This design comes from an exercise in tuning for small area, a short achievable clock period and few clock cycles on the open sky130 flow, not from production work. Only simulation tests tie the RTL to the original design; equivalence was not proved.

`flow/flow/run.sh`:
```
#!/bin/bash
# Standard layout (the standard.sh, unchanged synthesis and steps), with
# the port buffers made from sky130_fd_sc_hd__buf_1 instead of the flow's
# default pick. Every tool's output goes to standard.log here.
set -euo pipefail
export BUFFER_PORTS_ARGS="-buffer_cell sky130_fd_sc_hd__buf_1"
bash standard.sh > standard.log 2>&1
```
`flow/config.mk`:
```
export PLATFORM = sky130hd
export DESIGN_NAME = SequentialMultiplier
export DESIGN_NICKNAME = SequentialMultiplier
export VERILOG_FILES = /design/flow/design.v
export SDC_FILE = /design/flow/constraint.sdc
export NUM_CORES = 4
export LEC_CHECK = 0
export CAP_MARGIN = 20
export CORE_MARGIN = 2
export CORE_UTILIZATION = 40
export SETUP_SLACK_MARGIN = 1.5
export SLEW_MARGIN = 20
export SYNTH_HIERARCHICAL = 1
```
`flow/constraint.sdc`:
```
create_clock -name core_clock -period 4.0 [get_ports {clock}]
set_input_delay 0.8000 -clock core_clock [delete_from_list [all_inputs] [get_ports {clock}]]
set_output_delay 0.8000 -clock core_clock [all_outputs]
set_load 0.01 [all_outputs]
```
`flow/design.v`:
```
module SequentialMultiplier(clock, reset, multiplicand, multiplier, product, ready, start);
    parameter N = 32;
    input clock;
    input reset;
    input [N-1:0] multiplicand, multiplier;
    output [2*N-1:0] product;
    output ready;
    input start;
    logic busy;
    logic first, first_n;                
    logic [2:0] count;                   
    logic [N-1:0] m_register;
    logic b0;                            
    logic [34:0] acc_s, acc_c;       
    logic [N-1:0] ph_register;           
    logic [N-1:0] pl_register;           
    logic [3:0] one, two, neg;      
    logic [7:0] pend_s, pend_c;          
    logic pend_ci;                       
    logic pend_x;                        
    wire go = start & ~busy;
    wire accumulate = busy & ~count[2];
    wire resolve = busy & count[2];
    assign ready = ~busy;
    wire [8:0] bb = go ? {multiplier[8:1], 1'b0} : pl_register[15:7];
    wire [3:0] one_d, two_d, neg_d;
    genvar j;
    generate
        for (j = 0; j < 4; j = j + 1) begin : enc
            assign one_d[j] = bb[2*j+1] ^ bb[2*j];
            assign two_d[j] = (bb[2*j+2] & ~bb[2*j+1] & ~bb[2*j]) | (~bb[2*j+2] & bb[2*j+1] & bb[2*j]);
            assign neg_d[j] = bb[2*j+2] & ~(bb[2*j+1] & bb[2*j]);
        end
    endgenerate
    wire [34:0] sum_in = first ? {3'b0, m_register & {N{b0}}} : acc_s;
    wire [34:0] carry_in = ~first_n ? {1'b1, 34'b0} : acc_c;
    wire inj41 = ~(count[1] & count[0]);
    wire [N:0] m1 = {1'b0, m_register};
    wire [N:0] m2 = {m_register, 1'b0};
    wire [33:0] row0;
    assign row0[0] = ((one[0] & m1[0]) | (two[0] & m2[0])) ^ neg[0];
    assign row0[1] = ((one[0] & m1[1]) | (two[0] & m2[1])) ^ neg[0];
    assign row0[2] = ((one[0] & m1[2]) | (two[0] & m2[2])) ^ neg[0];
    assign row0[3] = ((one[0] & m1[3]) | (two[0] & m2[3])) ^ neg[0];
    assign row0[4] = ((one[0] & m1[4]) | (two[0] & m2[4])) ^ neg[0];
    assign row0[5] = ((one[0] & m1[5]) | (two[0] & m2[5])) ^ neg[0];
    assign row0[6] = ((one[0] & m1[6]) | (two[0] & m2[6])) ^ neg[0];
    assign row0[7] = ((one[0] & m1[7]) | (two[0] & m2[7])) ^ neg[0];
    assign row0[8] = ((one[0] & m1[8]) | (two[0] & m2[8])) ^ neg[0];
    assign row0[9] = ((one[0] & m1[9]) | (two[0] & m2[9])) ^ neg[0];
    assign row0[10] = ((one[0] & m1[10]) | (two[0] & m2[10])) ^ neg[0];
    assign row0[11] = ((one[0] & m1[11]) | (two[0] & m2[11])) ^ neg[0];
    assign row0[12] = ((one[0] & m1[12]) | (two[0] & m2[12])) ^ neg[0];
    assign row0[13] = ((one[0] & m1[13]) | (two[0] & m2[13])) ^ neg[0];
    assign row0[14] = ((one[0] & m1[14]) | (two[0] & m2[14])) ^ neg[0];
    assign row0[15] = ((one[0] & m1[15]) | (two[0] & m2[15])) ^ neg[0];
    assign row0[16] = ((one[0] & m1[16]) | (two[0] & m2[16])) ^ neg[0];
    assign row0[17] = ((one[0] & m1[17]) | (two[0] & m2[17])) ^ neg[0];
    assign row0[18] = ((one[0] & m1[18]) | (two[0] & m2[18])) ^ neg[0];
    assign row0[19] = ((one[0] & m1[19]) | (two[0] & m2[19])) ^ neg[0];
    assign row0[20] = ((one[0] & m1[20]) | (two[0] & m2[20])) ^ neg[0];
    assign row0[21] = ((one[0] & m1[21]) | (two[0] & m2[21])) ^ neg[0];
    assign row0[22] = ((one[0] & m1[22]) | (two[0] & m2[22])) ^ neg[0];
    assign row0[23] = ((one[0] & m1[23]) | (two[0] & m2[23])) ^ neg[0];
    assign row0[24] = ((one[0] & m1[24]) | (two[0] & m2[24])) ^ neg[0];
    assign row0[25] = ((one[0] & m1[25]) | (two[0] & m2[25])) ^ neg[0];
    assign row0[26] = ((one[0] & m1[26]) | (two[0] & m2[26])) ^ neg[0];
    assign row0[27] = ((one[0] & m1[27]) | (two[0] & m2[27])) ^ neg[0];
    assign row0[28] = ((one[0] & m1[28]) | (two[0] & m2[28])) ^ neg[0];
    assign row0[29] = ((one[0] & m1[29]) | (two[0] & m2[29])) ^ neg[0];
    assign row0[30] = ((one[0] & m1[30]) | (two[0] & m2[30])) ^ neg[0];
    assign row0[31] = ((one[0] & m1[31]) | (two[0] & m2[31])) ^ neg[0];
    assign row0[32] = ((one[0] & m1[32]) | (two[0] & m2[32])) ^ neg[0];
    assign row0[33] = ~neg[0];
    wire [33:0] row1;
    assign row1[0] = ((one[1] & m1[0]) | (two[1] & m2[0])) ^ neg[1];
    assign row1[1] = ((one[1] & m1[1]) | (two[1] & m2[1])) ^ neg[1];
    assign row1[2] = ((one[1] & m1[2]) | (two[1] & m2[2])) ^ neg[1];
    assign row1[3] = ((one[1] & m1[3]) | (two[1] & m2[3])) ^ neg[1];
    assign row1[4] = ((one[1] & m1[4]) | (two[1] & m2[4])) ^ neg[1];
    assign row1[5] = ((one[1] & m1[5]) | (two[1] & m2[5])) ^ neg[1];
    assign row1[6] = ((one[1] & m1[6]) | (two[1] & m2[6])) ^ neg[1];
    assign row1[7] = ((one[1] & m1[7]) | (two[1] & m2[7])) ^ neg[1];
    assign row1[8] = ((one[1] & m1[8]) | (two[1] & m2[8])) ^ neg[1];
    assign row1[9] = ((one[1] & m1[9]) | (two[1] & m2[9])) ^ neg[1];
    assign row1[10] = ((one[1] & m1[10]) | (two[1] & m2[10])) ^ neg[1];
    assign row1[11] = ((one[1] & m1[11]) | (two[1] & m2[11])) ^ neg[1];
    assign row1[12] = ((one[1] & m1[12]) | (two[1] & m2[12])) ^ neg[1];
    assign row1[13] = ((one[1] & m1[13]) | (two[1] & m2[13])) ^ neg[1];
    assign row1[14] = ((one[1] & m1[14]) | (two[1] & m2[14])) ^ neg[1];
    assign row1[15] = ((one[1] & m1[15]) | (two[1] & m2[15])) ^ neg[1];
    assign row1[16] = ((one[1] & m1[16]) | (two[1] & m2[16])) ^ neg[1];
    assign row1[17] = ((one[1] & m1[17]) | (two[1] & m2[17])) ^ neg[1];
    assign row1[18] = ((one[1] & m1[18]) | (two[1] & m2[18])) ^ neg[1];
    assign row1[19] = ((one[1] & m1[19]) | (two[1] & m2[19])) ^ neg[1];
    assign row1[20] = ((one[1] & m1[20]) | (two[1] & m2[20])) ^ neg[1];
    assign row1[21] = ((one[1] & m1[21]) | (two[1] & m2[21])) ^ neg[1];
    assign row1[22] = ((one[1] & m1[22]) | (two[1] & m2[22])) ^ neg[1];
    assign row1[23] = ((one[1] & m1[23]) | (two[1] & m2[23])) ^ neg[1];
    assign row1[24] = ((one[1] & m1[24]) | (two[1] & m2[24])) ^ neg[1];
    assign row1[25] = ((one[1] & m1[25]) | (two[1] & m2[25])) ^ neg[1];
    assign row1[26] = ((one[1] & m1[26]) | (two[1] & m2[26])) ^ neg[1];
    assign row1[27] = ((one[1] & m1[27]) | (two[1] & m2[27])) ^ neg[1];
    assign row1[28] = ((one[1] & m1[28]) | (two[1] & m2[28])) ^ neg[1];
    assign row1[29] = ((one[1] & m1[29]) | (two[1] & m2[29])) ^ neg[1];
    assign row1[30] = ((one[1] & m1[30]) | (two[1] & m2[30])) ^ neg[1];
    assign row1[31] = ((one[1] & m1[31]) | (two[1] & m2[31])) ^ neg[1];
    assign row1[32] = ((one[1] & m1[32]) | (two[1] & m2[32])) ^ neg[1];
    assign row1[33] = ~neg[1];
    wire [33:0] row2;
    assign row2[0] = ((one[2] & m1[0]) | (two[2] & m2[0])) ^ neg[2];
    assign row2[1] = ((one[2] & m1[1]) | (two[2] & m2[1])) ^ neg[2];
    assign row2[2] = ((one[2] & m1[2]) | (two[2] & m2[2])) ^ neg[2];
    assign row2[3] = ((one[2] & m1[3]) | (two[2] & m2[3])) ^ neg[2];
    assign row2[4] = ((one[2] & m1[4]) | (two[2] & m2[4])) ^ neg[2];
    assign row2[5] = ((one[2] & m1[5]) | (two[2] & m2[5])) ^ neg[2];
    assign row2[6] = ((one[2] & m1[6]) | (two[2] & m2[6])) ^ neg[2];
    assign row2[7] = ((one[2] & m1[7]) | (two[2] & m2[7])) ^ neg[2];
    assign row2[8] = ((one[2] & m1[8]) | (two[2] & m2[8])) ^ neg[2];
    assign row2[9] = ((one[2] & m1[9]) | (two[2] & m2[9])) ^ neg[2];
    assign row2[10] = ((one[2] & m1[10]) | (two[2] & m2[10])) ^ neg[2];
    assign row2[11] = ((one[2] & m1[11]) | (two[2] & m2[11])) ^ neg[2];
    assign row2[12] = ((one[2] & m1[12]) | (two[2] & m2[12])) ^ neg[2];
    assign row2[13] = ((one[2] & m1[13]) | (two[2] & m2[13])) ^ neg[2];
    assign row2[14] = ((one[2] & m1[14]) | (two[2] & m2[14])) ^ neg[2];
    assign row2[15] = ((one[2] & m1[15]) | (two[2] & m2[15])) ^ neg[2];
    assign row2[16] = ((one[2] & m1[16]) | (two[2] & m2[16])) ^ neg[2];
    assign row2[17] = ((one[2] & m1[17]) | (two[2] & m2[17])) ^ neg[2];
    assign row2[18] = ((one[2] & m1[18]) | (two[2] & m2[18])) ^ neg[2];
    assign row2[19] = ((one[2] & m1[19]) | (two[2] & m2[19])) ^ neg[2];
    assign row2[20] = ((one[2] & m1[20]) | (two[2] & m2[20])) ^ neg[2];
    assign row2[21] = ((one[2] & m1[21]) | (two[2] & m2[21])) ^ neg[2];
    assign row2[22] = ((one[2] & m1[22]) | (two[2] & m2[22])) ^ neg[2];
    assign row2[23] = ((one[2] & m1[23]) | (two[2] & m2[23])) ^ neg[2];
    assign row2[24] = ((one[2] & m1[24]) | (two[2] & m2[24])) ^ neg[2];
    assign row2[25] = ((one[2] & m1[25]) | (two[2] & m2[25])) ^ neg[2];
    assign row2[26] = ((one[2] & m1[26]) | (two[2] & m2[26])) ^ neg[2];
    assign row2[27] = ((one[2] & m1[27]) | (two[2] & m2[27])) ^ neg[2];
    assign row2[28] = ((one[2] & m1[28]) | (two[2] & m2[28])) ^ neg[2];
    assign row2[29] = ((one[2] & m1[29]) | (two[2] & m2[29])) ^ neg[2];
    assign row2[30] = ((one[2] & m1[30]) | (two[2] & m2[30])) ^ neg[2];
    assign row2[31] = ((one[2] & m1[31]) | (two[2] & m2[31])) ^ neg[2];
    assign row2[32] = ((one[2] & m1[32]) | (two[2] & m2[32])) ^ neg[2];
    assign row2[33] = ~neg[2];
    wire [33:0] row3;
    assign row3[0] = one[3] & m1[0];
    assign row3[1] = ((one[3] & m1[1]) | (two[3] & m2[1])) ^ neg[3];
    assign row3[2] = ((one[3] & m1[2]) | (two[3] & m2[2])) ^ neg[3];
    assign row3[3] = ((one[3] & m1[3]) | (two[3] & m2[3])) ^ neg[3];
    assign row3[4] = ((one[3] & m1[4]) | (two[3] & m2[4])) ^ neg[3];
    assign row3[5] = ((one[3] & m1[5]) | (two[3] & m2[5])) ^ neg[3];
    assign row3[6] = ((one[3] & m1[6]) | (two[3] & m2[6])) ^ neg[3];
    assign row3[7] = ((one[3] & m1[7]) | (two[3] & m2[7])) ^ neg[3];
    assign row3[8] = ((one[3] & m1[8]) | (two[3] & m2[8])) ^ neg[3];
    assign row3[9] = ((one[3] & m1[9]) | (two[3] & m2[9])) ^ neg[3];
    assign row3[10] = ((one[3] & m1[10]) | (two[3] & m2[10])) ^ neg[3];
    assign row3[11] = ((one[3] & m1[11]) | (two[3] & m2[11])) ^ neg[3];
    assign row3[12] = ((one[3] & m1[12]) | (two[3] & m2[12])) ^ neg[3];
    assign row3[13] = ((one[3] & m1[13]) | (two[3] & m2[13])) ^ neg[3];
    assign row3[14] = ((one[3] & m1[14]) | (two[3] & m2[14])) ^ neg[3];
    assign row3[15] = ((one[3] & m1[15]) | (two[3] & m2[15])) ^ neg[3];
    assign row3[16] = ((one[3] & m1[16]) | (two[3] & m2[16])) ^ neg[3];
    assign row3[17] = ((one[3] & m1[17]) | (two[3] & m2[17])) ^ neg[3];
    assign row3[18] = ((one[3] & m1[18]) | (two[3] & m2[18])) ^ neg[3];
    assign row3[19] = ((one[3] & m1[19]) | (two[3] & m2[19])) ^ neg[3];
    assign row3[20] = ((one[3] & m1[20]) | (two[3] & m2[20])) ^ neg[3];
    assign row3[21] = ((one[3] & m1[21]) | (two[3] & m2[21])) ^ neg[3];
    assign row3[22] = ((one[3] & m1[22]) | (two[3] & m2[22])) ^ neg[3];
    assign row3[23] = ((one[3] & m1[23]) | (two[3] & m2[23])) ^ neg[3];
    assign row3[24] = ((one[3] & m1[24]) | (two[3] & m2[24])) ^ neg[3];
    assign row3[25] = ((one[3] & m1[25]) | (two[3] & m2[25])) ^ neg[3];
    assign row3[26] = ((one[3] & m1[26]) | (two[3] & m2[26])) ^ neg[3];
    assign row3[27] = ((one[3] & m1[27]) | (two[3] & m2[27])) ^ neg[3];
    assign row3[28] = ((one[3] & m1[28]) | (two[3] & m2[28])) ^ neg[3];
    assign row3[29] = ((one[3] & m1[29]) | (two[3] & m2[29])) ^ neg[3];
    assign row3[30] = ((one[3] & m1[30]) | (two[3] & m2[30])) ^ neg[3];
    assign row3[31] = ((one[3] & m1[31]) | (two[3] & m2[31])) ^ neg[3];
    assign row3[32] = ((one[3] & m1[32]) | (two[3] & m2[32])) ^ neg[3];
    assign row3[33] = ~neg[3];
    wire hs0, hc0;
    HalfAdder ha0 (carry_in[3], sum_in[3], hs0, hc0);
    wire hs1, hc1;
    HalfAdder ha1 (carry_in[4], sum_in[4], hs1, hc1);
    wire fs0, fc0;
    FullAdder fa0 (carry_in[5], sum_in[5], neg[2], fs0, fc0);
    wire hs2, hc2;
    HalfAdder ha2 (row0[4], row1[2], hs2, hc2);
    wire fs1, fc1;
    FullAdder fa1 (carry_in[6], sum_in[6], row0[5], fs1, fc1);
    wire hs3, hc3;
    HalfAdder ha3 (row1[3], row2[1], hs3, hc3);
    wire fs2, fc2;
    FullAdder fa2 (carry_in[7], sum_in[7], row0[6], fs2, fc2);
    wire fs3, fc3;
    FullAdder fa3 (row1[4], row2[2], row3[0], fs3, fc3);
    wire fs4, fc4;
    FullAdder fa4 (carry_in[8], sum_in[8], row0[7], fs4, fc4);
    wire fs5, fc5;
    FullAdder fa5 (row1[5], row2[3], row3[1], fs5, fc5);
    wire fs6, fc6;
    FullAdder fa6 (carry_in[9], sum_in[9], row0[8], fs6, fc6);
    wire fs7, fc7;
    FullAdder fa7 (row1[6], row2[4], row3[2], fs7, fc7);
    wire fs8, fc8;
    FullAdder fa8 (carry_in[10], sum_in[10], row0[9], fs8, fc8);
    wire fs9, fc9;
    FullAdder fa9 (row1[7], row2[5], row3[3], fs9, fc9);
    wire fs10, fc10;
    FullAdder fa10 (carry_in[11], sum_in[11], row0[10], fs10, fc10);
    wire fs11, fc11;
    FullAdder fa11 (row1[8], row2[6], row3[4], fs11, fc11);
    wire fs12, fc12;
    FullAdder fa12 (carry_in[12], sum_in[12], row0[11], fs12, fc12);
    wire fs13, fc13;
    FullAdder fa13 (row1[9], row2[7], row3[5], fs13, fc13);
    wire fs14, fc14;
    FullAdder fa14 (carry_in[13], sum_in[13], row0[12], fs14, fc14);
    wire fs15, fc15;
    FullAdder fa15 (row1[10], row2[8], row3[6], fs15, fc15);
    wire fs16, fc16;
    FullAdder fa16 (carry_in[14], sum_in[14], row0[13], fs16, fc16);
    wire fs17, fc17;
    FullAdder fa17 (row1[11], row2[9], row3[7], fs17, fc17);
    wire fs18, fc18;
    FullAdder fa18 (carry_in[15], sum_in[15], row0[14], fs18, fc18);
    wire fs19, fc19;
    FullAdder fa19 (row1[12], row2[10], row3[8], fs19, fc19);
    wire fs20, fc20;
    FullAdder fa20 (carry_in[16], sum_in[16], row0[15], fs20, fc20);
    wire fs21, fc21;
    FullAdder fa21 (row1[13], row2[11], row3[9], fs21, fc21);
    wire fs22, fc22;
    FullAdder fa22 (carry_in[17], sum_in[17], row0[16], fs22, fc22);
    wire fs23, fc23;
    FullAdder fa23 (row1[14], row2[12], row3[10], fs23, fc23);
    wire fs24, fc24;
    FullAdder fa24 (carry_in[18], sum_in[18], row0[17], fs24, fc24);
    wire fs25, fc25;
    FullAdder fa25 (row1[15], row2[13], row3[11], fs25, fc25);
    wire fs26, fc26;
    FullAdder fa26 (carry_in[19], sum_in[19], row0[18], fs26, fc26);
    wire fs27, fc27;
    FullAdder fa27 (row1[16], row2[14], row3[12], fs27, fc27);
    wire fs28, fc28;
    FullAdder fa28 (carry_in[20], sum_in[20], row0[19], fs28, fc28);
    wire fs29, fc29;
    FullAdder fa29 (row1[17], row2[15], row3[13], fs29, fc29);
    wire fs30, fc30;
    FullAdder fa30 (carry_in[21], sum_in[21], row0[20], fs30, fc30);
    wire fs31, fc31;
    FullAdder fa31 (row1[18], row2[16], row3[14], fs31, fc31);
    wire fs32, fc32;
    FullAdder fa32 (carry_in[22], sum_in[22], row0[21], fs32, fc32);
    wire fs33, fc33;
    FullAdder fa33 (row1[19], row2[17], row3[15], fs33, fc33);
    wire fs34, fc34;
    FullAdder fa34 (carry_in[23], sum_in[23], row0[22], fs34, fc34);
    wire fs35, fc35;
    FullAdder fa35 (row1[20], row2[18], row3[16], fs35, fc35);
    wire fs36, fc36;
    FullAdder fa36 (carry_in[24], sum_in[24], row0[23], fs36, fc36);
    wire fs37, fc37;
    FullAdder fa37 (row1[21], row2[19], row3[17], fs37, fc37);
    wire fs38, fc38;
    FullAdder fa38 (carry_in[25], sum_in[25], row0[24], fs38, fc38);
    wire fs39, fc39;
    FullAdder fa39 (row1[22], row2[20], row3[18], fs39, fc39);
    wire fs40, fc40;
    FullAdder fa40 (carry_in[26], sum_in[26], row0[25], fs40, fc40);
    wire fs41, fc41;
    FullAdder fa41 (row1[23], row2[21], row3[19], fs41, fc41);
    wire fs42, fc42;
    FullAdder fa42 (carry_in[27], sum_in[27], row0[26], fs42, fc42);
    wire fs43, fc43;
    FullAdder fa43 (row1[24], row2[22], row3[20], fs43, fc43);
    wire fs44, fc44;
    FullAdder fa44 (carry_in[28], sum_in[28], row0[27], fs44, fc44);
    wire fs45, fc45;
    FullAdder fa45 (row1[25], row2[23], row3[21], fs45, fc45);
    wire fs46, fc46;
    FullAdder fa46 (carry_in[29], sum_in[29], row0[28], fs46, fc46);
    wire fs47, fc47;
    FullAdder fa47 (row1[26], row2[24], row3[22], fs47, fc47);
    wire fs48, fc48;
    FullAdder fa48 (carry_in[30], sum_in[30], row0[29], fs48, fc48);
    wire fs49, fc49;
    FullAdder fa49 (row1[27], row2[25], row3[23], fs49, fc49);
    wire fs50, fc50;
    FullAdder fa50 (carry_in[31], sum_in[31], row0[30], fs50, fc50);
    wire fs51, fc51;
    FullAdder fa51 (row1[28], row2[26], row3[24], fs51, fc51);
    wire fs52, fc52;
    FullAdder fa52 (carry_in[32], sum_in[32], row0[31], fs52, fc52);
    wire fs53, fc53;
    FullAdder fa53 (row1[29], row2[27], row3[25], fs53, fc53);
    wire fs54, fc54;
    FullAdder fa54 (carry_in[33], sum_in[33], row0[32], fs54, fc54);
    wire fs55, fc55;
    FullAdder fa55 (row1[30], row2[28], row3[26], fs55, fc55);
    wire fs56, fc56;
    FullAdder fa56 (carry_in[34], sum_in[34], row0[33], fs56, fc56);
    wire fs57, fc57;
    FullAdder fa57 (row1[31], row2[29], row3[27], fs57, fc57);
    wire fs58 = ~(row1[32] ^ row2[30]);
    wire fc58 = row1[32] | row2[30];
    wire hs4, hc4;
    HalfAdder ha4 (carry_in[1], sum_in[1], hs4, hc4);
    wire hs5, hc5;
    HalfAdder ha5 (carry_in[2], sum_in[2], hs5, hc5);
    wire fs59, fc59;
    FullAdder fa59 (hs0, neg[1], row0[2], fs59, fc59);
    wire fs60, fc60;
    FullAdder fa60 (hc0, hs1, row0[3], fs60, fc60);
    wire fs61, fc61;
    FullAdder fa61 (hc1, row2[0], fs0, fs61, fc61);
    wire fs62, fc62;
    FullAdder fa62 (fc0, hc2, hs3, fs62, fc62);
    wire fs63, fc63;
    FullAdder fa63 (hc3, fc1, fs2, fs63, fc63);
    wire fs64, fc64;
    FullAdder fa64 (fc2, fc3, fs4, fs64, fc64);
    wire fs65, fc65;
    FullAdder fa65 (fc4, fc5, fs6, fs65, fc65);
    wire fs66, fc66;
    FullAdder fa66 (fc6, fc7, fs8, fs66, fc66);
    wire fs67, fc67;
    FullAdder fa67 (fc8, fc9, fs10, fs67, fc67);
    wire fs68, fc68;
    FullAdder fa68 (fc10, fc11, fs12, fs68, fc68);
    wire fs69, fc69;
    FullAdder fa69 (fc12, fc13, fs14, fs69, fc69);
    wire fs70, fc70;
    FullAdder fa70 (fc14, fc15, fs16, fs70, fc70);
    wire fs71, fc71;
    FullAdder fa71 (fc16, fc17, fs18, fs71, fc71);
    wire fs72, fc72;
    FullAdder fa72 (fc18, fc19, fs20, fs72, fc72);
    wire fs73, fc73;
    FullAdder fa73 (fc20, fc21, fs22, fs73, fc73);
    wire fs74, fc74;
    FullAdder fa74 (fc22, fc23, fs24, fs74, fc74);
    wire fs75, fc75;
    FullAdder fa75 (fc24, fc25, fs26, fs75, fc75);
    wire fs76, fc76;
    FullAdder fa76 (fc26, fc27, fs28, fs76, fc76);
    wire fs77, fc77;
    FullAdder fa77 (fc28, fc29, fs30, fs77, fc77);
    wire fs78, fc78;
    FullAdder fa78 (fc30, fc31, fs32, fs78, fc78);
    wire fs79, fc79;
    FullAdder fa79 (fc32, fc33, fs34, fs79, fc79);
    wire fs80, fc80;
    FullAdder fa80 (fc34, fc35, fs36, fs80, fc80);
    wire fs81, fc81;
    FullAdder fa81 (fc36, fc37, fs38, fs81, fc81);
    wire fs82, fc82;
    FullAdder fa82 (fc38, fc39, fs40, fs82, fc82);
    wire fs83, fc83;
    FullAdder fa83 (fc40, fc41, fs42, fs83, fc83);
    wire fs84, fc84;
    FullAdder fa84 (fc42, fc43, fs44, fs84, fc84);
    wire fs85, fc85;
    FullAdder fa85 (fc44, fc45, fs46, fs85, fc85);
    wire fs86, fc86;
    FullAdder fa86 (fc46, fc47, fs48, fs86, fc86);
    wire fs87, fc87;
    FullAdder fa87 (fc48, fc49, fs50, fs87, fc87);
    wire fs88, fc88;
    FullAdder fa88 (fc50, fc51, fs52, fs88, fc88);
    wire fs89, fc89;
    FullAdder fa89 (fc52, fc53, fs54, fs89, fc89);
    wire fs90, fc90;
    FullAdder fa90 (fc54, fc55, fs56, fs90, fc90);
    wire fs91, fc91;
    FullAdder fa91 (row3[28], fc56, fc57, fs91, fc91);
    wire fs92, fc92;
    FullAdder fa92 (row1[33], row2[31], row3[29], fs92, fc92);
    wire hs6 = ~row2[32];
    wire hc6 = row2[32];
    wire hs7, hc7;
    HalfAdder ha7 (carry_in[0], pend_x, hs7, hc7);
    wire fs93, fc93;
    FullAdder fa93 (hs4, neg[0], row0[0], fs93, fc93);
    wire fs94, fc94;
    FullAdder fa94 (hc4, hs5, row0[1], fs94, fc94);
    wire fs95, fc95;
    FullAdder fa95 (hc5, row1[0], fs59, fs95, fc95);
    wire fs96, fc96;
    FullAdder fa96 (row1[1], fc59, fs60, fs96, fc96);
    wire fs97, fc97;
    FullAdder fa97 (hs2, fc60, fs61, fs97, fc97);
    wire fs98, fc98;
    FullAdder fa98 (fs1, fc61, fs62, fs98, fc98);
    wire fs99, fc99;
    FullAdder fa99 (fs3, fc62, fs63, fs99, fc99);
    wire fs100, fc100;
    FullAdder fa100 (fs5, fc63, fs64, fs100, fc100);
    wire fs101, fc101;
    FullAdder fa101 (fs7, fc64, fs65, fs101, fc101);
    wire fs102, fc102;
    FullAdder fa102 (fs9, fc65, fs66, fs102, fc102);
    wire fs103, fc103;
    FullAdder fa103 (fs11, fc66, fs67, fs103, fc103);
    wire fs104, fc104;
    FullAdder fa104 (fs13, fc67, fs68, fs104, fc104);
    wire fs105, fc105;
    FullAdder fa105 (fs15, fc68, fs69, fs105, fc105);
    wire fs106, fc106;
    FullAdder fa106 (fs17, fc69, fs70, fs106, fc106);
    wire fs107, fc107;
    FullAdder fa107 (fs19, fc70, fs71, fs107, fc107);
    wire fs108, fc108;
    FullAdder fa108 (fs21, fc71, fs72, fs108, fc108);
    wire fs109, fc109;
    FullAdder fa109 (fs23, fc72, fs73, fs109, fc109);
    wire fs110, fc110;
    FullAdder fa110 (fs25, fc73, fs74, fs110, fc110);
    wire fs111, fc111;
    FullAdder fa111 (fs27, fc74, fs75, fs111, fc111);
    wire fs112, fc112;
    FullAdder fa112 (fs29, fc75, fs76, fs112, fc112);
    wire fs113, fc113;
    FullAdder fa113 (fs31, fc76, fs77, fs113, fc113);
    wire fs114, fc114;
    FullAdder fa114 (fs33, fc77, fs78, fs114, fc114);
    wire fs115, fc115;
    FullAdder fa115 (fs35, fc78, fs79, fs115, fc115);
    wire fs116, fc116;
    FullAdder fa116 (fs37, fc79, fs80, fs116, fc116);
    wire fs117, fc117;
    FullAdder fa117 (fs39, fc80, fs81, fs117, fc117);
    wire fs118, fc118;
    FullAdder fa118 (fs41, fc81, fs82, fs118, fc118);
    wire fs119, fc119;
    FullAdder fa119 (fs43, fc82, fs83, fs119, fc119);
    wire fs120, fc120;
    FullAdder fa120 (fs45, fc83, fs84, fs120, fc120);
    wire fs121, fc121;
    FullAdder fa121 (fs47, fc84, fs85, fs121, fc121);
    wire fs122, fc122;
    FullAdder fa122 (fs49, fc85, fs86, fs122, fc122);
    wire fs123, fc123;
    FullAdder fa123 (fs51, fc86, fs87, fs123, fc123);
    wire fs124, fc124;
    FullAdder fa124 (fs53, fc87, fs88, fs124, fc124);
    wire fs125, fc125;
    FullAdder fa125 (fs55, fc88, fs89, fs125, fc125);
    wire fs126, fc126;
    FullAdder fa126 (fs57, fc89, fs90, fs126, fc126);
    wire fs127, fc127;
    FullAdder fa127 (fs58, fc90, fs91, fs127, fc127);
    wire fs128, fc128;
    FullAdder fa128 (fc58, fs92, fc91, fs128, fc128);
    wire fs129, fc129;
    FullAdder fa129 (row3[30], hs6, fc92, fs129, fc129);
    wire fs130, fc130;
    FullAdder fa130 (row2[33], row3[31], hc6, fs130, fc130);
    wire hs8 = ~row3[32];
    wire hc8 = row3[32];
    wire [42:0] tx = {1'b0, inj41, row3[33], hs8, fs130, fs129, fc127, fc126, fc125, fc124, fc123, fc122, fc121, fc120, fc119, fc118, fc117, fc116, fc115, fc114, fc113, fc112, fc111, fc110, fc109, fc108, fc107, fc106, fc105, fc104, fc103, fc102, fc101, fc100, fc99, fc98, fc97, fc96, fc95, fc94, fc93, hc7, sum_in[0]};
    wire [42:0] ty = {1'b0, 1'b0, hc8, fc130, fc129, fc128, fs128, fs127, fs126, fs125, fs124, fs123, fs122, fs121, fs120, fs119, fs118, fs117, fs116, fs115, fs114, fs113, fs112, fs111, fs110, fs109, fs108, fs107, fs106, fs105, fs104, fs103, fs102, fs101, fs100, fs99, fs98, fs97, fs96, fs95, fs94, fs93, hs7};
    wire [39:0] fsum;
    wire low_ci;
    FinalAdder final_add ({acc_s[N-1:0], pend_s}, {acc_c[N-1:0], pend_c}, pend_ci, fsum, low_ci);
    wire [7:0] low = fsum[7:0];
    wire [N-1:0] hi = fsum[39:8];
    assign product = {ph_register, pl_register};
    always_ff @(posedge clock) begin
        if (~busy)
            m_register <= multiplicand;
        if (go)
            b0 <= multiplier[0];
        one <= one_d;
        two <= two_d;
        neg <= neg_d;
        pend_s <= tx[7:0];
        pend_c <= ty[7:0];
        pend_x <= ~go & neg[3] & ~(one[3] & m_register[0]);
        pend_ci <= ~first & low_ci;
        acc_s <= tx[42:8];
        acc_c <= ty[42:8];
        if (resolve)
            ph_register <= hi;
        if (go)
            pl_register <= {1'b0, multiplier[N-1:1]};
        else if (busy)
            pl_register <= {low, pl_register[N-1:8]};
    end
    always_ff @(posedge clock or posedge reset) begin
        if (reset) begin
            first <= 1'b0;
            first_n <= 1'b1;
        end else begin
            first <= go;
            first_n <= ~go;
        end
    end
    always_ff @(posedge clock or posedge reset) begin
        if (reset) begin
            busy <= 1'b0;
            count <= '0;
        end else if (go) begin
            busy <= 1'b1;
            count <= '0;
        end else if (busy) begin
            count <= count + 1'b1;
            if (count == 3'd4)
                busy <= 1'b0;
        end
    end
endmodule
module FinalAdder(input [39:0] x, input [39:0] y, input ci,
                  output [39:0] sum, output c8);
    wire p0, g0;
    HalfAdder pg0 (x[0], y[0], p0, g0);
    wire p1, g1;
    HalfAdder pg1 (x[1], y[1], p1, g1);
    wire p2, g2;
    HalfAdder pg2 (x[2], y[2], p2, g2);
    wire p3, g3;
    HalfAdder pg3 (x[3], y[3], p3, g3);
    wire p4, g4;
    HalfAdder pg4 (x[4], y[4], p4, g4);
    wire p5, g5;
    HalfAdder pg5 (x[5], y[5], p5, g5);
    wire p6, g6;
    HalfAdder pg6 (x[6], y[6], p6, g6);
    wire p7, g7;
    HalfAdder pg7 (x[7], y[7], p7, g7);
    wire p8, g8;
    HalfAdder pg8 (x[8], y[8], p8, g8);
    wire p9, g9;
    HalfAdder pg9 (x[9], y[9], p9, g9);
    wire p10, g10;
    HalfAdder pg10 (x[10], y[10], p10, g10);
    wire p11, g11;
    HalfAdder pg11 (x[11], y[11], p11, g11);
    wire p12, g12;
    HalfAdder pg12 (x[12], y[12], p12, g12);
    wire p13, g13;
    HalfAdder pg13 (x[13], y[13], p13, g13);
    wire p14, g14;
    HalfAdder pg14 (x[14], y[14], p14, g14);
    wire p15, g15;
    HalfAdder pg15 (x[15], y[15], p15, g15);
    wire p16, g16;
    HalfAdder pg16 (x[16], y[16], p16, g16);
    wire p17, g17;
    HalfAdder pg17 (x[17], y[17], p17, g17);
    wire p18, g18;
    HalfAdder pg18 (x[18], y[18], p18, g18);
    wire p19, g19;
    HalfAdder pg19 (x[19], y[19], p19, g19);
    wire p20, g20;
    HalfAdder pg20 (x[20], y[20], p20, g20);
    wire p21, g21;
    HalfAdder pg21 (x[21], y[21], p21, g21);
    wire p22, g22;
    HalfAdder pg22 (x[22], y[22], p22, g22);
    wire p23, g23;
    HalfAdder pg23 (x[23], y[23], p23, g23);
    wire p24, g24;
    HalfAdder pg24 (x[24], y[24], p24, g24);
    wire p25, g25;
    HalfAdder pg25 (x[25], y[25], p25, g25);
    wire p26, g26;
    HalfAdder pg26 (x[26], y[26], p26, g26);
    wire p27, g27;
    HalfAdder pg27 (x[27], y[27], p27, g27);
    wire p28, g28;
    HalfAdder pg28 (x[28], y[28], p28, g28);
    wire p29, g29;
    HalfAdder pg29 (x[29], y[29], p29, g29);
    wire p30, g30;
    HalfAdder pg30 (x[30], y[30], p30, g30);
    wire p31, g31;
    HalfAdder pg31 (x[31], y[31], p31, g31);
    wire p32, g32;
    HalfAdder pg32 (x[32], y[32], p32, g32);
    wire p33, g33;
    HalfAdder pg33 (x[33], y[33], p33, g33);
    wire p34, g34;
    HalfAdder pg34 (x[34], y[34], p34, g34);
    wire p35, g35;
    HalfAdder pg35 (x[35], y[35], p35, g35);
    wire p36, g36;
    HalfAdder pg36 (x[36], y[36], p36, g36);
    wire p37, g37;
    HalfAdder pg37 (x[37], y[37], p37, g37);
    wire p38, g38;
    HalfAdder pg38 (x[38], y[38], p38, g38);
    wire p39, g39;
    HalfAdder pg39 (x[39], y[39], p39, g39);
    wire G0;
    AndOr go0 (p0, ci, g0, G0);
    wire G1;
    AndOr go1 (p2, g1, g2, G1);
    wire P1;
    And2 po1 (p2, p1, P1);
    wire G2;
    AndOr go2 (p4, g3, g4, G2);
    wire P2;
    And2 po2 (p4, p3, P2);
    wire G3;
    AndOr go3 (p6, g5, g6, G3);
    wire P3;
    And2 po3 (p6, p5, P3);
    wire G4;
    AndOr go4 (p8, g7, g8, G4);
    wire P4;
    And2 po4 (p8, p7, P4);
    wire G5;
    AndOr go5 (p10, g9, g10, G5);
    wire P5;
    And2 po5 (p10, p9, P5);
    wire G6;
    AndOr go6 (p12, g11, g12, G6);
    wire P6;
    And2 po6 (p12, p11, P6);
    wire G7;
    AndOr go7 (p14, g13, g14, G7);
    wire P7;
    And2 po7 (p14, p13, P7);
    wire G8;
    AndOr go8 (p16, g15, g16, G8);
    wire P8;
    And2 po8 (p16, p15, P8);
    wire G9;
    AndOr go9 (p18, g17, g18, G9);
    wire P9;
    And2 po9 (p18, p17, P9);
    wire G10;
    AndOr go10 (p20, g19, g20, G10);
    wire P10;
    And2 po10 (p20, p19, P10);
    wire G11;
    AndOr go11 (p22, g21, g22, G11);
    wire P11;
    And2 po11 (p22, p21, P11);
    wire G12;
    AndOr go12 (p24, g23, g24, G12);
    wire P12;
    And2 po12 (p24, p23, P12);
    wire G13;
    AndOr go13 (p26, g25, g26, G13);
    wire P13;
    And2 po13 (p26, p25, P13);
    wire G14;
    AndOr go14 (p28, g27, g28, G14);
    wire P14;
    And2 po14 (p28, p27, P14);
    wire G15;
    AndOr go15 (p30, g29, g30, G15);
    wire P15;
    And2 po15 (p30, p29, P15);
    wire G16;
    AndOr go16 (p32, g31, g32, G16);
    wire P16;
    And2 po16 (p32, p31, P16);
    wire G17;
    AndOr go17 (p34, g33, g34, G17);
    wire P17;
    And2 po17 (p34, p33, P17);
    wire G18;
    AndOr go18 (p36, g35, g36, G18);
    wire P18;
    And2 po18 (p36, p35, P18);
    wire G19;
    AndOr go19 (p38, g37, g38, G19);
    wire P19;
    And2 po19 (p38, p37, P19);
    wire G20;
    AndOr go20 (p1, G0, g1, G20);
    wire G21;
    AndOr go21 (P1, G0, G1, G21);
    wire G22;
    AndOr go22 (p5, G2, g5, G22);
    wire P22;
    And2 po22 (p5, P2, P22);
    wire G23;
    AndOr go23 (P3, G2, G3, G23);
    wire P23;
    And2 po23 (P3, P2, P23);
    wire G24;
    AndOr go24 (p9, G4, g9, G24);
    wire P24;
    And2 po24 (p9, P4, P24);
    wire G25;
    AndOr go25 (P5, G4, G5, G25);
    wire P25;
    And2 po25 (P5, P4, P25);
    wire G26;
    AndOr go26 (p13, G6, g13, G26);
    wire P26;
    And2 po26 (p13, P6, P26);
    wire G27;
    AndOr go27 (P7, G6, G7, G27);
    wire P27;
    And2 po27 (P7, P6, P27);
    wire G28;
    AndOr go28 (p17, G8, g17, G28);
    wire P28;
    And2 po28 (p17, P8, P28);
    wire G29;
    AndOr go29 (P9, G8, G9, G29);
    wire P29;
    And2 po29 (P9, P8, P29);
    wire G30;
    AndOr go30 (p21, G10, g21, G30);
    wire P30;
    And2 po30 (p21, P10, P30);
    wire G31;
    AndOr go31 (P11, G10, G11, G31);
    wire P31;
    And2 po31 (P11, P10, P31);
    wire G32;
    AndOr go32 (p25, G12, g25, G32);
    wire P32;
    And2 po32 (p25, P12, P32);
    wire G33;
    AndOr go33 (P13, G12, G13, G33);
    wire P33;
    And2 po33 (P13, P12, P33);
    wire G34;
    AndOr go34 (p29, G14, g29, G34);
    wire P34;
    And2 po34 (p29, P14, P34);
    wire G35;
    AndOr go35 (P15, G14, G15, G35);
    wire P35;
    And2 po35 (P15, P14, P35);
    wire G36;
    AndOr go36 (p33, G16, g33, G36);
    wire P36;
    And2 po36 (p33, P16, P36);
    wire G37;
    AndOr go37 (P17, G16, G17, G37);
    wire P37;
    And2 po37 (P17, P16, P37);
    wire G38;
    AndOr go38 (p37, G18, g37, G38);
    wire P38;
    And2 po38 (p37, P18, P38);
    wire G39;
    AndOr go39 (P19, G18, G19, G39);
    wire P39;
    And2 po39 (P19, P18, P39);
    wire G40;
    AndOr go40 (p3, G21, g3, G40);
    wire G41;
    AndOr go41 (P2, G21, G2, G41);
    wire G42;
    AndOr go42 (P22, G21, G22, G42);
    wire G43;
    AndOr go43 (P23, G21, G23, G43);
    wire G44;
    AndOr go44 (p11, G25, g11, G44);
    wire P44;
    And2 po44 (p11, P25, P44);
    wire G45;
    AndOr go45 (P6, G25, G6, G45);
    wire P45;
    And2 po45 (P6, P25, P45);
    wire G46;
    AndOr go46 (P26, G25, G26, G46);
    wire P46;
    And2 po46 (P26, P25, P46);
    wire G47;
    AndOr go47 (P27, G25, G27, G47);
    wire P47;
    And2 po47 (P27, P25, P47);
    wire G48;
    AndOr go48 (p19, G29, g19, G48);
    wire P48;
    And2 po48 (p19, P29, P48);
    wire G49;
    AndOr go49 (P10, G29, G10, G49);
    wire P49;
    And2 po49 (P10, P29, P49);
    wire G50;
    AndOr go50 (P30, G29, G30, G50);
    wire P50;
    And2 po50 (P30, P29, P50);
    wire G51;
    AndOr go51 (P31, G29, G31, G51);
    wire P51;
    And2 po51 (P31, P29, P51);
    wire G52;
    AndOr go52 (p27, G33, g27, G52);
    wire P52;
    And2 po52 (p27, P33, P52);
    wire G53;
    AndOr go53 (P14, G33, G14, G53);
    wire P53;
    And2 po53 (P14, P33, P53);
    wire G54;
    AndOr go54 (P34, G33, G34, G54);
    wire P54;
    And2 po54 (P34, P33, P54);
    wire G55;
    AndOr go55 (P35, G33, G35, G55);
    wire P55;
    And2 po55 (P35, P33, P55);
    wire G56;
    AndOr go56 (p35, G37, g35, G56);
    wire P56;
    And2 po56 (p35, P37, P56);
    wire G57;
    AndOr go57 (P18, G37, G18, G57);
    wire P57;
    And2 po57 (P18, P37, P57);
    wire G58;
    AndOr go58 (P38, G37, G38, G58);
    wire P58;
    And2 po58 (P38, P37, P58);
    wire G59;
    AndOr go59 (P39, G37, G39, G59);
    wire P59;
    And2 po59 (P39, P37, P59);
    wire G60;
    AndOr go60 (p7, G43, g7, G60);
    wire G61;
    AndOr go61 (P4, G43, G4, G61);
    wire G62;
    AndOr go62 (P24, G43, G24, G62);
    wire G63;
    AndOr go63 (P25, G43, G25, G63);
    wire G64;
    AndOr go64 (P44, G43, G44, G64);
    wire G65;
    AndOr go65 (P45, G43, G45, G65);
    wire G66;
    AndOr go66 (P46, G43, G46, G66);
    wire G67;
    AndOr go67 (P47, G43, G47, G67);
    wire G68;
    AndOr go68 (p23, G51, g23, G68);
    wire P68;
    And2 po68 (p23, P51, P68);
    wire G69;
    AndOr go69 (P12, G51, G12, G69);
    wire P69;
    And2 po69 (P12, P51, P69);
    wire G70;
    AndOr go70 (P32, G51, G32, G70);
    wire P70;
    And2 po70 (P32, P51, P70);
    wire G71;
    AndOr go71 (P33, G51, G33, G71);
    wire P71;
    And2 po71 (P33, P51, P71);
    wire G72;
    AndOr go72 (P52, G51, G52, G72);
    wire P72;
    And2 po72 (P52, P51, P72);
    wire G73;
    AndOr go73 (P53, G51, G53, G73);
    wire P73;
    And2 po73 (P53, P51, P73);
    wire G74;
    AndOr go74 (P54, G51, G54, G74);
    wire P74;
    And2 po74 (P54, P51, P74);
    wire G75;
    AndOr go75 (P55, G51, G55, G75);
    wire P75;
    And2 po75 (P55, P51, P75);
    wire G76;
    AndOr go76 (p39, G59, g39, G76);
    wire P76;
    And2 po76 (p39, P59, P76);
    wire G77;
    AndOr go77 (p15, G67, g15, G77);
    wire G78;
    AndOr go78 (P8, G67, G8, G78);
    wire G79;
    AndOr go79 (P28, G67, G28, G79);
    wire G80;
    AndOr go80 (P29, G67, G29, G80);
    wire G81;
    AndOr go81 (P48, G67, G48, G81);
    wire G82;
    AndOr go82 (P49, G67, G49, G82);
    wire G83;
    AndOr go83 (P50, G67, G50, G83);
    wire G84;
    AndOr go84 (P51, G67, G51, G84);
    wire G85;
    AndOr go85 (P68, G67, G68, G85);
    wire G86;
    AndOr go86 (P69, G67, G69, G86);
    wire G87;
    AndOr go87 (P70, G67, G70, G87);
    wire G88;
    AndOr go88 (P71, G67, G71, G88);
    wire G89;
    AndOr go89 (P72, G67, G72, G89);
    wire G90;
    AndOr go90 (P73, G67, G73, G90);
    wire G91;
    AndOr go91 (P74, G67, G74, G91);
    wire G92;
    AndOr go92 (P75, G67, G75, G92);
    wire G93;
    AndOr go93 (p31, G92, g31, G93);
    wire G94;
    AndOr go94 (P16, G92, G16, G94);
    wire G95;
    AndOr go95 (P36, G92, G36, G95);
    wire G96;
    AndOr go96 (P37, G92, G37, G96);
    wire G97;
    AndOr go97 (P56, G92, G56, G97);
    wire G98;
    AndOr go98 (P57, G92, G57, G98);
    wire G99;
    AndOr go99 (P58, G92, G58, G99);
    wire G100;
    AndOr go100 (P59, G92, G59, G100);
    wire G101;
    AndOr go101 (P76, G92, G76, G101);
    Xor2 sx0 (p0, ci, sum[0]);
    Xor2 sx1 (p1, G0, sum[1]);
    Xor2 sx2 (p2, G20, sum[2]);
    Xor2 sx3 (p3, G21, sum[3]);
    Xor2 sx4 (p4, G40, sum[4]);
    Xor2 sx5 (p5, G41, sum[5]);
    Xor2 sx6 (p6, G42, sum[6]);
    Xor2 sx7 (p7, G43, sum[7]);
    Xor2 sx8 (p8, G60, sum[8]);
    Xor2 sx9 (p9, G61, sum[9]);
    Xor2 sx10 (p10, G62, sum[10]);
    Xor2 sx11 (p11, G63, sum[11]);
    Xor2 sx12 (p12, G64, sum[12]);
    Xor2 sx13 (p13, G65, sum[13]);
    Xor2 sx14 (p14, G66, sum[14]);
    Xor2 sx15 (p15, G67, sum[15]);
    Xor2 sx16 (p16, G77, sum[16]);
    Xor2 sx17 (p17, G78, sum[17]);
    Xor2 sx18 (p18, G79, sum[18]);
    Xor2 sx19 (p19, G80, sum[19]);
    Xor2 sx20 (p20, G81, sum[20]);
    Xor2 sx21 (p21, G82, sum[21]);
    Xor2 sx22 (p22, G83, sum[22]);
    Xor2 sx23 (p23, G84, sum[23]);
    Xor2 sx24 (p24, G85, sum[24]);
    Xor2 sx25 (p25, G86, sum[25]);
    Xor2 sx26 (p26, G87, sum[26]);
    Xor2 sx27 (p27, G88, sum[27]);
    Xor2 sx28 (p28, G89, sum[28]);
    Xor2 sx29 (p29, G90, sum[29]);
    Xor2 sx30 (p30, G91, sum[30]);
    Xor2 sx31 (p31, G92, sum[31]);
    Xor2 sx32 (p32, G93, sum[32]);
    Xor2 sx33 (p33, G94, sum[33]);
    Xor2 sx34 (p34, G95, sum[34]);
    Xor2 sx35 (p35, G96, sum[35]);
    Xor2 sx36 (p36, G97, sum[36]);
    Xor2 sx37 (p37, G98, sum[37]);
    Xor2 sx38 (p38, G99, sum[38]);
    Xor2 sx39 (p39, G100, sum[39]);
    assign c8 = G60;
endmodule
module AndOr(input a, input b, input c, output y);
    assign y = (a & b) | c;
endmodule
module And2(input a, input b, output y);
    assign y = a & b;
endmodule
module Xor2(input a, input b, output y);
    assign y = a ^ b;
endmodule
module FullAdder(input a, input b, input c, output s, output co);
    assign s = a ^ b ^ c;
    assign co = (a & b) | (a & c) | (b & c);
endmodule
module HalfAdder(input a, input b, output s, output co);
    assign s = a ^ b;
    assign co = a & b;
endmodule
```
`flow/standard.sh`:
```
#!/bin/bash
# synth_recipe.tcl (not shown) runs the flow's synth.tcl, then flattens the netlist and writes it again
# the make line also repeats each setting of config.mk as NAME=value (left out here)
make -C /OpenROAD-flow-scripts/flow DESIGN_CONFIG=/design/flow/config.mk WORK_HOME=/design/flow/orfs CLKGATE_MAP_FILE= SYNTH_SCRIPT=/design/flow/synth_recipe.tcl "${@:-finish}"
```
==> impl_metrics.env, run 1 <==
export IMPL_cts_buffers=17
export IMPL_path_cells="buf_12 -> and2_1 -> fa_2 -> fa_2 -> fa_2"
export IMPL_yosys_area_share_simple_pct=9.01
export IMPL_nets=1628
export IMPL_crit_fanout=12
export IMPL_place_gp_congestion=0.796
export IMPL_synth_top_area_share_pct=21.0
export IMPL_synth_yosys_seq_area_share_pct=36.4
export IMPL_core_area_sq_um=33700
export IMPL_layout_drive_gt1_share_pct=15.9
export IMPL_slowest_stage="dfstp_4"
export IMPL_drtAntennaViolNets=0
export IMPL_drt_wl_total_mm=37.4
export IMPL_finalSetupViolCount=0
export IMPL_cts_htree_levels=4
export IMPL_root_buffer="clkbuf_16"
export IMPL_cpMostUsedCell="fa_2"
export IMPL_cap_viol_max_count=0
export IMPL_die_h_um=189
export IMPL_finalCriticalPeriod_ns=2.61
export IMPL_final_setup_tns_ns=0
export IMPL_synth_area_leader_cell="edfxtp_1"
export IMPL_via_count=9802
export IMPL_drc=0
export IMPL_path_class="reg -> reg"
export IMPL_clock_sinks=200
export IMPL_max_stage_delay_ns=0.72
export IMPL_hpwl_mm=24.5
export IMPL_place_inst=1745
export IMPL_critPathBufInv=1
export IMPL_cp_end_kind="register"
export IMPL_final_cells=1841
export IMPL_synth_adder_area_share_pct=23.6
export IMPL_synth_flop_cell="dfxtp_1"
export IMPL_globalRouteOverflowTotal=0
export IMPL_drv_slew=0
export IMPL_synth_edf_count=96
export IMPL_cp_start_kind="register"
export IMPL_antenna_found_initial=0
export IMPL_yosys_warnings=7
export IMPL_start_util_pct=40.8
export IMPL_ctsLongestPathBuffers=2
export IMPL_synth_compound_area_share_pct=14.8
export IMPL_fin_skew_ns=0.0168
export IMPL_grt_pass1_wl_mm=57.3
export IMPL_cts_tree="done"
export IMPL_yosysMostFrequentCell="nand2_1"
export IMPL_worst_pin_slew_ns=0.912
export IMPL_via_per_inst=5.32
export IMPL_relSlewSlack_pct=39.2
export IMPL_synth_seq_cells=200
export IMPL_numPortBuffers=131
export IMPL_post_route_period_util_pct=65.3
export IMPL_syn_area_sq_um=13700
export IMPL_timing_fmax_ghz=0.383
export IMPL_synth_area_leaders="edfxtp_1, fa_1, dfxtp_1"
export IMPL_synth_mux_area_share_pct=0.109
export IMPL_drtIter0Drc=756
export IMPL_hold_viol=0
export IMPL_path_clk_slew_ns=0.09
export IMPL_grt_start_max_net_pins=49
export IMPL_synth_top_family_by_area="adder cells"
export IMPL_status="complete, no violations"
export IMPL_rsz0062_at_grt="true"
export IMPL_io_pin_count=132
export IMPL_ys_top_cells_by_count="nand2_1, xnor2_1, fa_1, a22oi_1, a21o_1"
export IMPL_grt_pass1_vias=9985
export IMPL_syn_to_final_growth_pct=18.0
export IMPL_syn_area_per_cell_sq_um=11.1
export IMPL_yosysUniqueCellTypes=37
export IMPL_utilization_pct=48.1
export IMPL_path_delay_family="adder cells"
export IMPL_synthXorXnorAreaFrac_pct=11.3
export IMPL_hp_class="in -> async"
export IMPL_netlist_instances=1242
export IMPL_cp_required_ns=4.33
export IMPL_async_flop_share_pct=3.00
export IMPL_die_x_um=189
export IMPL_clk_latency_ns=0.46
export IMPL_first_pass_iters=7
export IMPL_cp_data_arrival_time_ns=2.95
export IMPL_dieArea_sq_um=35800
export IMPL_row_count=67
export IMPL_diodes=0
export IMPL_grtUsageTotal_pct=20.8
export IMPL_wl_per_cell_um=20.3
-- metal layers --
layer | vias up | GRT usage [%] | wire, um
met5 | - | 0 | 0
met4 | 0 | 5.25 | 711
met3 | 46 | 4.24 | 2680
met2 | 410 | 33.1 | 17400
met1 | 4866 | 29.0 | 16700
li1 | 4480 | - | -
-- path summary, 6_finish.rpt --
kind | from | slack (ns) | cells past startpoint | endpoint
hold reg to reg | count[0]$_DFFE_PP0P_ | 0.50 | 1 | count[0]$_DFFE_PP0P_
max in group asynchronous | reset | 3.53 | 2 | first_n$_DFF_PP1_
hold / removal | reset | 0.21 | 2 | count[0]$_DFFE_PP0P_
min in group core_clock | count[0]$_DFFE_PP0P_ | 0.50 | 1 | count[0]$_DFFE_PP0P_
setup reg to reg | first_n$_DFF_PP1_ | 1.39 | 5 | acc_c[13]$_DFF_P_
setup / recovery | first_n$_DFF_PP1_ | 1.39 | 5 | acc_c[13]$_DFF_P_
-- per-module statistics from Yosys (local to each module, per instance), a selection --
module                flip-flops and latches  cells  cell area (sq um)
SequentialMultiplier                     200    864               9070
HalfAdder                                  0      1               12.5
AndOr                                      0      1               7.51
And2                                       0      1               6.26
Xor2                                       0      1               8.76
FullAdder                                  0      1               20.0
-- sequential cells by signal, summed over array words and instances, names as in the netlist --
name / cells
pend_ci: 1
pl_register: 32
one: 4
busy: 1
acc_s: 34
count: 3
acc_c: 33
pend_s: 8
b0: 1
pend_x: 1
two: 4
pend_c: 8
neg: 4
first: 1
first_n: 1
m_register: 32
ph_register: 32
-- cell type report --
class / instances / area [sq um]
clock inverters: 14 / 189
multi-input cells: 903 / 8480
well taps: 448 / 561
inverters: 49 / 186
flip-flops and latches: 200 / 5010
repair buffers: 209 / 1340
clock buffers: 18 / 450
fillers: 3136 / 17500
-- placed cells by master, fill, tap and decap left out, drive strengths merged --
cell type / netlist / layout
a21o: 103 / 104
a21oi: 10 / 10
a22oi: 124 / 124
a31oi: 2 / 2
a32o: 3 / 3
and2: 98 / 101
buf: 57 / 202
bufinv: 0 / 1
clkbuf: 38 / 25
clkinv: 0 / 5
conb: 1 / 2
dfrtp: 5 / 5
dfstp: 1 / 1
dfxtp: 98 / 98
edfxtp: 96 / 96
fa: 130 / 130
ha: 51 / 51
inv: 49 / 57
mux2: 1 / 1
nand2: 137 / 137
nand3: 1 / 1
nand3b: 1 / 1
nor2: 2 / 2
nor2b: 5 / 5
nor3: 1 / 1
o21a: 2 / 2
o21ai: 42 / 42
o31ai: 1 / 1
or2: 1 / 1
or3: 1 / 1
or3b: 3 / 3
xnor2: 135 / 135
xor2: 43 / 43
-- logic make-up after synthesis --
logic type | count (synthesis)
buffers and inverters | 144
XOR/XNOR | 178
AO/OA/AOI/OAI | 287
flip-flops | 200
adder cells (fa/ha/maj) | 181
AND/OR/NAND/NOR | 250
other | 1
multiplexers | 1
-- through the flow --
step,worst slack (ns),cell area (sq um),hold slack (ns)
floorplan,1.49,13800,0.420
global placement,1.23,14600,0.482
detailed placement,1.22,14600,0.492
CTS,1.40,15600,0.201
global route,1.33,16200,0.217
finish,1.39,16200,0.208
-- timing repair --
item / in CTS / in global routing
gates cloned: 4 / 5
endpoints found under the setup margin: 77 / 73
resized for setup: 43 / 71
hold buffers: 0 / 0
hold endpoints to repair: 0 / 0
setup buffers: 24 / 31
pin swaps: 13 / 16
Testbench counts, summed over its fixed seeds: cycles 28,808.
==> inputs of run 2 (changes only) <==
--- a/flow/config.mk
+++ b/flow/config.mk
@@ -10,3 +10,3 @@
 export CORE_UTILIZATION = 40
-export SETUP_SLACK_MARGIN = 1.5
+export SETUP_SLACK_MARGIN = 1.3
 export SLEW_MARGIN = 20
==> impl_metrics.env, run 2 <==
export IMPL_wl_per_cell_um=18.7
export IMPL_cts_htree_levels=4
export IMPL_wirelength_met1_mm=15.5
export IMPL_drv_slew=0
export IMPL_clk_latency_ns=0.46
export IMPL_via_count=9167
export IMPL_antenna_found_initial=0
export IMPL_top_layer_used="met4"
export IMPL_dieArea_sq_um=35800
export IMPL_netlist_instances=1242
export IMPL_cp_data_arrival_time_ns=2.95
export IMPL_syn_to_final_growth_pct=10.6
export IMPL_cts_tree="done"
export IMPL_cap_viol_max_count=0
export IMPL_synth_top_area_share_pct=21.0
export IMPL_die_x_um=189
export IMPL_hp_class="in -> async"
export IMPL_syn_area_sq_um=13700
export IMPL_final_setup_tns_ns=0
export IMPL_first_pass_iters=6
export IMPL_hold_viol=0
export IMPL_multi_input_area_sq_um=8130
export IMPL_cp_required_ns=4.33
export IMPL_path_clk_slew_ns=0.09
export IMPL_drt_wl_total_mm=33.3
export IMPL_synth_seq_cells=200
export IMPL_yosys_warnings=7
export IMPL_reg_largest_list="acc_s (34), acc_c (33)"
export IMPL_numPortBuffers=131
export IMPL_cp_start_kind="register"
export IMPL_row_count=67
export IMPL_async_flop_share_pct=3.00
export IMPL_yosysUniqueCellTypes=37
export IMPL_drtIter0Drc=753
export IMPL_clock_sinks=200
export IMPL_hpwl_mm=24.4
export IMPL_layout_drive_gt1_share_pct=5.69
export IMPL_fin_skew_ns=0.0181
export IMPL_ff_latch_area_sq_um=5020
export IMPL_path_class="reg -> reg"
export IMPL_grtUsageTotal_pct=19.5
export IMPL_via_per_inst=5.14
export IMPL_grt_pass1_vias=9571
export IMPL_worst_pin_slew_ns=0.892
export IMPL_root_buffer="clkbuf_16"
export IMPL_finalCriticalPeriod_ns=2.62
export IMPL_synth_yosys_seq_area_share_pct=36.4
export IMPL_wl_met3_mm=1.96
export IMPL_die_h_um=189
export IMPL_ys_top_cells_by_count="nand2_1, xnor2_1, fa_1, a22oi_1, a21o_1"
export IMPL_diodes=0
export IMPL_n_fill_cell=3189
export IMPL_syn_area_per_cell_sq_um=11.1
export IMPL_core_area_sq_um=33700
export IMPL_synth_flop_cell="dfxtp_1"
export IMPL_wl_met2_mm=15.5
export IMPL_regMostFlops="acc_s"
export IMPL_ctsLongestPathBuffers=2
export IMPL_globalRouteOverflowTotal=0
export IMPL_relSlewSlack_pct=40.5
export IMPL_mostFrequentLayoutCells="nand2_1, xnor2_1, buf_1, fa_1, a22oi_1"
export IMPL_cp_end_kind="register"
export IMPL_synth_area_leaders="edfxtp_1, fa_1, dfxtp_1"
export IMPL_largest_register_ffs=34
export IMPL_post_route_period_util_pct=65.4
export IMPL_status="complete, no violations"
export IMPL_drtAntennaViolNets=0
export IMPL_final_common_cell="nand2_1"
export IMPL_place_gp_congestion=0.838
export IMPL_cts_buffers=17
export IMPL_crit_fanout=11
export IMPL_grt_pass1_wl_mm=54.1
export IMPL_finalSetupViolCount=0
export IMPL_rsz0062_at_grt="true"
export IMPL_yosysMostFrequentCell="nand2_1"
export IMPL_nets=1571
export IMPL_start_util_pct=40.8
export IMPL_grt_start_max_net_pins=49
export IMPL_timing_fmax_ghz=0.382
export IMPL_drc=0
export IMPL_io_pin_count=132
export IMPL_synth_edf_count=96
export IMPL_synth_area_leader_cell="edfxtp_1"
[run 2: per-layer routing]
layer  vias up  global-route usage (%)
li1       4350                       -
met1      4524                    26.9
met2       269                    31.0
met3        24                    4.52
met4         0                    5.01
met5         -                       0
[run 2: per-stage QoR]
stage	instance area (sq um)	util, %	instances	hold WS (ns)	worst slack (ns)
2_1_floorplan	13700	-	1243	0.420	1.45
3_3_place_gp	14500	43.1	1749	0.477	1.19
3_5_place_dp	14500	43.1	1749	0.479	1.12
4_1_cts	15100	44.9	1781	0.227	1.30
5_1_grt	15200	45.1	1784	0.244	1.29
6_report	15200	45.1	1784	0.233	1.38
[run 2: worst paths after layout]
path | endpoint | depth (start not counted) | from | slack [ns]
min reg2reg | pend_c[0]$_DFF_P_ | 1 | pend_x$_DFF_P_ | 0.49
max reg2reg | acc_c[1]$_DFF_P_ | 7 | b0$_DFFE_PP_ | 1.38
min | count[1]$_DFFE_PP0P_ | 2 | reset | 0.23
max | acc_c[1]$_DFF_P_ | 7 | b0$_DFFE_PP_ | 1.38
min in group core_clock | pend_c[0]$_DFF_P_ | 1 | pend_x$_DFF_P_ | 0.49
max in group asynchronous | first_n$_DFF_PP1_ | 2 | reset | 3.49
[run 2: cell type report]
class,count,share of cell area [%]
well taps,448,3.69
repair buffers,156,4.70
clock inverters,15,1.14
clock buffers,17,2.80
inverters,49,1.21
flip-flops and latches,200,33.0
multi-input cells,899,53.4
[run 2: modules after synthesis, one instance, submodules excluded, a selection]
module,cell area [sq um],times used,flops+latches,cells
Xor2,8.76,40,0,1
FullAdder,20.0,130,0,1
HalfAdder,12.5,47,0,1
AndOr,7.51,100,0,1
SequentialMultiplier,9070,1,200,864
And2,6.26,61,0,1
[run 2: timing repair]
action	CTS	global route
buffers inserted	0	3
endpoints found under the setup margin	63	37
hold buffers	0	0
resized for setup	9	19
pin swaps	0	1
[run 2: worst max-delay path: stages, from the launching register on]
cell and delay (ns):
edfxtp_1 0.41, and2_1 0.21, buf_4 0.19, nand2_1 0.07, o21ai_1 0.11, fa_1 0.61
fa_1 0.44, fa_1 0.44
[run 2: cells by family (layout without fill, tap and decap cells)]
family	Yosys count	count (layout)	share of synthesized area, %
adders and majority gates	181	181	23.6
DFF	200	200	36.4
AOI/OAI and AO/OA	287	287	14.8
other	1	2	0.0273
xor gates and xnor gates	178	178	11.3
and+or+nand+nor	250	250	9.01
buffers and inverters	144	237	4.76
muxes	1	1	0.109

-- static timing again, ports no longer ideal --
No port has a modelled driver above. Below, the same layouts with a new extraction and two added sets of constraints.
Step 1: set_driving_cell puts a clkbuf_16 on clock and a buf_2 on each other input, an assumption about the parent block.
Step 2, shift: input delay + t, output delay - t, t = (earliest + latest rising clock arrival at the registers) / 2. This alone moves slack from input paths to output paths.
Slacks: no drivers / after step 1 / after step 2; pairs: no drivers / after step 1.
| run | shift t [ns] | setup WS [ns] | slew at the worst register clock pin (ns) | worst data-port slew with drivers (ns) |
|---|---|---|---|---|
| run 1 | 0.504 | 1.386 / 1.386 / 1.386 | 0.09 / 0.09 | 0.05 |
| run 2 | 0.504 | 1.382 / 1.382 / 1.382 | 0.09 / 0.09 | 0.06 |
After both steps every run listed still meets setup and hold.
